Background: an optimization exercise with open tools, aiming at small area. Do not read the settings as production practice. At most, simulation tests tie the RTL to the original design; equivalence was not proved. No activity file was given, so power comes from the tool's default toggle rates. No driver is modelled on the clock port, so clocking that relies on it looks cheaper here than on a real chip.

==> run Z: inputs <==
Design saa1099s, start of the top module:
module saa1099s
(
   input wire   clk_sys,
   input wire   ce,       
   input wire   rst_n,
   input wire   cs_n,
   input wire   a0,       
   input wire   wr_n,
   input wire   [7:0] din,
   output wire  [7:0] out_l,
   output wire  [7:0] out_r
);
export LEC_CHECK = 0
export CAP_MARGIN = 20
export CORE_MARGIN = 2
export CORE_UTILIZATION = 40
export SLEW_MARGIN = 20
create_clock -name core_clock -period 20.0 [get_ports {clk_sys}]
run.sh (not shown) runs the stock make flow with config.mk's settings and CLKGATE_MAP_FILE= SYNTH_SCRIPT=/design/flow/synth_recipe.tcl, a recipe that flattens the netlist after the stock synthesis.
==> run A: changes against run Z <==
Settings changed: CORE_UTILIZATION 40 to 60, CTS_BUF_LIST from default to sky130_fd_sc_hd__clkbuf_2 sky130_fd_sc_hd__clkbuf_4.
==> summary.txt <==
metric	run A	run Z
Fillers	2,731	4,780
Clock distribution area overhead in the final layout	5.677%	6.438%
P_leak	0.009425 uW	0.009376 uW
Average wire length per cell after detail routing	16.89 um	16.45 um
Worst slew margin	23.71%	26.16%
Number of global-route vias before repair	14,490	14,340
CTS root buffer	sky130_fd_sc_hd__clkbuf_4	sky130_fd_sc_hd__clkbuf_16
Sequential portion of the cell area	40.37%	39.50%
Switching Power	851.0 uW	866.3 uW
Outcome	no timing/DRC/antenna violations	no timing/DRC/antenna violations
Number of antenna repair diodes	1	0
Final Critical Period	9.776 ns	9.909 ns
Slack of the worst reg-to-reg path	10.22 ns	10.09 ns
Std-Cell Rows	68	83
Function was not checked in any run of this note: the RTL went through the layout flow alone.

========
==> run K: inputs <==
saa1099s, a different RTL version from the one above (not shown whole).
// saa1099s
module saa1099s
(
   input wire   clk_sys,
   input wire   ce,       
   input wire   rst_n,
   input wire   cs_n,
   input wire   a0,       
   input wire   wr_n,
   input wire   [7:0] din,
   output wire  [7:0] out_l,
   output wire  [7:0] out_r
);
reg [7:0] amplit0, amplit1, amplit2, amplit3, amplit4, amplit5;
reg [7:0] freq0, freq1, freq2, freq3, freq4, freq5;
reg [2:0] oct0, oct1, oct2, oct3, oct4, oct5;
reg [5:0] freqenable;
reg [5:0] noiseenable;
reg [1:0] noisegen0, noisegen1;
reg [7:0] envelope0, envelope1;    
reg [1:0] ctrl;
reg [4:0] addr;
reg       wr;
reg       old_wr;
wire      we  = !cs_n & old_wr & !wr_n;
wire      wd  = rst_n & we & !a0;
wire [7:0] dw = din & {8{rst_n}};
wire      rst = ~rst_n | ctrl[1];
always @(posedge clk_sys) begin
	old_wr <= wr_n;
	wr     <= rst_n & we;
	if(~rst_n)        addr <= 0;
	else if(we & a0)  addr <= din[4:0];
	if(~rst_n | (wd & (addr == 5'h00))) amplit0 <= dw;
	if(~rst_n | (wd & (addr == 5'h01))) amplit1 <= dw;
	if(~rst_n | (wd & (addr == 5'h02))) amplit2 <= dw;
	if(~rst_n | (wd & (addr == 5'h03))) amplit3 <= dw;
	if(~rst_n | (wd & (addr == 5'h04))) amplit4 <= dw;
	if(~rst_n | (wd & (addr == 5'h05))) amplit5 <= dw;
	if(~rst_n | (wd & (addr == 5'h08))) freq0 <= dw;
	if(~rst_n | (wd & (addr == 5'h09))) freq1 <= dw;
	if(~rst_n | (wd & (addr == 5'h0A))) freq2 <= dw;
	if(~rst_n | (wd & (addr == 5'h0B))) freq3 <= dw;
	if(~rst_n | (wd & (addr == 5'h0C))) freq4 <= dw;
	if(~rst_n | (wd & (addr == 5'h0D))) freq5 <= dw;
	if(~rst_n | (wd & (addr == 5'h10))) {oct1, oct0} <= {dw[6:4], dw[2:0]};
	if(~rst_n | (wd & (addr == 5'h11))) {oct3, oct2} <= {dw[6:4], dw[2:0]};
	if(~rst_n | (wd & (addr == 5'h12))) {oct5, oct4} <= {dw[6:4], dw[2:0]};
	if(~rst_n | (wd & (addr == 5'h14))) freqenable  <= dw[5:0];
	if(~rst_n | (wd & (addr == 5'h15))) noiseenable <= dw[5:0];
	if(~rst_n | (wd & (addr == 5'h16))) {noisegen1, noisegen0} <= {dw[5:4], dw[1:0]};
	if(~rst_n | (wd & (addr == 5'h18))) envelope0 <= dw;
	if(~rst_n | (wd & (addr == 5'h19))) envelope1 <= dw;
	if(~rst_n | (wd & (addr == 5'h1C))) ctrl <= dw[1:0];
end
wire [2:0] tone0, tone1;
wire       noise0, noise1;
wire [3:0] envl0, envr0, envl1, envr1;
saa1099_triplet top
(
	.rst        (rst),
	.clk_sys    (clk_sys),
	.ce         (ce),
	.env        (envelope0),
	.freq0      (freq0),
	.freq1      (freq1),
  ...
==> module saa1099_tone, before the edit <==
module saa1099_tone
(
	input  wire       rst,
	input  wire       clk_sys,
	input  wire       ce,
	input  wire [2:0] oct,
	input  wire [7:0] freq,
	output reg        out,
	output reg        pulse
);
reg [8:0] nh;
reg [7:0] nl;
reg [2:0] octl;
reg [17:0] c;
reg [16:0] s;
integer i;
always @* begin
	c[0] = ce;
	for(i = 0; i < 17; i = i + 1) begin
		s[i]   = (i < 8 ? nl[i] : nh[i-8]) ^ c[i];
		c[i+1] = c[i] & (i < 8 ? nl[i] : nh[i-8]);
	end
end
wire       fire  = c[8] & ~nh[0] & &nh[8:1];      
wire       load  = rst | fire;
wire [2:0] octn  = load ? oct : octl;
wire [7:0] nmask = ~(8'hFF >> octn);
always @(posedge clk_sys) begin
	octl  <= octn;
	nl    <= (s[7:0] & {8{~rst}}) | nmask;
	nh    <= load ? {1'b0, freq} : s[16:8];
	pulse <= ~rst & fire;
	out   <= ~rst & (out ^ fire);
end
endmodule
clock: 20.0 ns
lec_check: 0
abc_area: 1
cap_margin: 20
core_margin: 2
core_utilization: 60
cts_buf_list: sky130_fd_sc_hd__clkbuf_16
cts_cluster_diameter: 100
cts_cluster_size: 30
slew_margin: 20
standard.sh (not shown) runs the stock make flow with config.mk's settings and CLKGATE_MAP_FILE= SYNTH_SCRIPT=/design/flow/synth_recipe.tcl, a recipe that flattens the netlist after the stock synthesis.
==> flow/flow/run.sh <==
#!/bin/bash
# Layout flow: the standard flow, with two changes to synthesis:
#  1. the final ABC mapping uses an area-oriented script (flow/area.abc);
#  2. after synthesis, flow/polarity.py removes inverters around full
#     adders (a full adder is self-dual) from the netlist.
# Registers are those of the standard synthesis (same RTL, same passes up
# to and including flip-flop mapping). Each step logs to its own file here.
set -euo pipefail
F=$(pwd)
R=$F/orfs/results/$FLOW_PLATFORM/saa1099s/base

# synthesis script: the standard flow's, with abc's -script argument pointed at area.abc
{
  echo "proc abc {args} { set i [lsearch \$args -script]; if {\$i >= 0} { lset args [expr {\$i + 1}] $F/flow/area.abc }; yosys abc {*}\$args }"
  cat $F/synth_recipe.tcl
} > $F/own_synth.tcl
sed "s#SYNTH_SCRIPT=[^ ]*#SYNTH_SCRIPT=$F/own_synth.tcl#" $F/standard.sh > $F/own_standard.sh

bash $F/own_standard.sh synth > $F/log_synth.txt 2>&1
cp $R/1_2_yosys.v $F/synth_before_polarity.v
python3 $F/flow/polarity.py $F/synth_before_polarity.v $R/1_2_yosys.v > $F/log_polarity.txt 2>&1
rm -f $R/1_synth.odb $R/1_synth.sdc
bash $F/own_standard.sh > $F/log_layout.txt 2>&1
test -f $FLOW_OUT/final.def
Other scripts of this flow, unchanged in this note and not shown: flow/flow/area.abc, flow/flow/polarity.py
==> inputs of run Y, as changes to run K <==
--- a/flow/design.v
+++ b/flow/design.v
@@ -188,3 +188,3 @@
 	nl    <= (s[7:0] & {8{~rst}}) | nmask;
-	nh    <= load ? {1'b0, freq} : s[16:8];
+	nh    <= (s[16:8] | {9{rst}}) & ({9{~load}} | {1'b0, freq});
 	pulse <= ~rst & fire;
--- a/flow/flow/run.sh
+++ b/flow/flow/run.sh
@@ -16,3 +16,8 @@
 } > $F/own_synth.tcl
-sed "s#SYNTH_SCRIPT=[^ ]*#SYNTH_SCRIPT=$F/own_synth.tcl#" $F/standard.sh > $F/own_standard.sh
+# and the port buffers are the smallest buffer cell; clock tree synthesis
+# without dummy loads and with a smaller root buffer
+CTS="-sink_clustering_enable -repair_clock_nets -dont_use_dummy_load -sink_clustering_size 36 -sink_clustering_max_diameter 80 -buf_list sky130_fd_sc_hd__clkbuf_16 -root_buf sky130_fd_sc_hd__clkbuf_8"
+sed -e "s#SYNTH_SCRIPT=[^ ]*#SYNTH_SCRIPT=$F/own_synth.tcl#" \
+    -e "s#\"\${@:-finish}\"#BUFFER_PORTS_ARGS='-buffer_cell sky130_fd_sc_hd__buf_1' CTS_ARGS='$CTS' \"\${@:-finish}\"#" \
+    $F/standard.sh > $F/own_standard.sh
 
--- a/flow/config.mk
+++ b/flow/config.mk
@@ -10,6 +10,4 @@
 export CORE_MARGIN = 2
-export CORE_UTILIZATION = 60
-export CTS_BUF_LIST = sky130_fd_sc_hd__clkbuf_16
-export CTS_CLUSTER_DIAMETER = 100
-export CTS_CLUSTER_SIZE = 30
+export CORE_UTILIZATION = 78
+export GPL_TIMING_DRIVEN = 0
 export SLEW_MARGIN = 20
==> notes <==
Between run K and run Y, the lower synthesized area is in run Y (gap about 0.7%, measured against run Y).
In run Y the die area is smaller than in run K, by about 23%.
Of run K and run Y, run K has the higher hold slack (gap 0.033 ns).
Setup slack: run K is higher than run Y (0.43 ns).
Against run Y, the clock power of run K is higher by about 20%.
In run Y the clock skew is higher than in run K, by 0.076 ns.
In run K the via count is smaller than in run Y, by 2.1%.
Of run K and run Y, run K has the higher final cell count (gap about 7%, measured against run Y).
==> figures <==
Least-Margin Pin Slew: run Y 1.22 ns; run K 1.05 ns
Worst R2R End: run Y out_l_r[6]$_DFFE_PP_; run K out_r_r[6]$_DFFE_PP_
Total die area: run Y 24800 sq um; run K 32300 sq um
Vias in the first global route: run Y 11300; run K 11200
Overall via count from detail_route: run Y 11200; run K 11000
Routed length per instance: run Y 18.9 microns; run K 17.4 microns
Global-route total usage across every layer: run Y 0.293; run K 0.220
Met1 global-route usage: run Y 0.396; run K 0.308
Number of tap cells inserted: run Y 319; run K 396
Longest individual stage delay on the worst path: run Y 0.78 ns; run K 0.52 ns
Count of cell instances traversed by the critical path: run Y 24; run K 27
Outcome: run Y finished clean; run K finished clean
Max-slew headroom: run Y 0.176; run K 0.300
Post-DR vias/cell: run Y 6.10; run K 5.58
DR iter-0 viols: run Y 1043; run K 627
Cell area power density: run Y 102 nW/um^2; run K 102 nW/um^2
Final clock-cell share: run Y 0.0176; run K 0.0254
Origin of the worst setup path: run Y top.noise_gen.lfsr[0]$_SDFFE_PN0P_; run K top.env_gen.shape[1]$_DFFE_PP_

## static timing again, ports no longer ideal
How much do the figures lean on ideal ports? The routed layouts below were timed once more, with nothing changed but the port constraints. Step 1 assumes that a clkbuf_16 drives the clock port and a buf_2 every other input. Step 2 moves the port delays by t, midway between the first and last clock arrival at a register: inputs arrive t later, outputs are due t later. That takes back most of the time a late clock gives input paths. Three values: no drivers, after step 1, after step 2; two values: the first two.
run	shift t [ns]	setup slack, ns	latest minus earliest clock arrival (ns)	slew at the worst register clock pin (ns)
run Z	0.609	10.091 / 10.091 / 10.091	0.042 / 0.042	0.06 / 0.06
run A	0.802	10.224 / 10.224 / 10.224	0.106 / 0.106	0.09 / 0.09
run K	0.573	10.314 / 10.314 / 10.314	0.025 / 0.025	0.12 / 0.12
run Y	0.589	9.881 / 9.881 / 9.881	0.101 / 0.101	0.12 / 0.12
After both steps setup and hold are still met in every run listed.
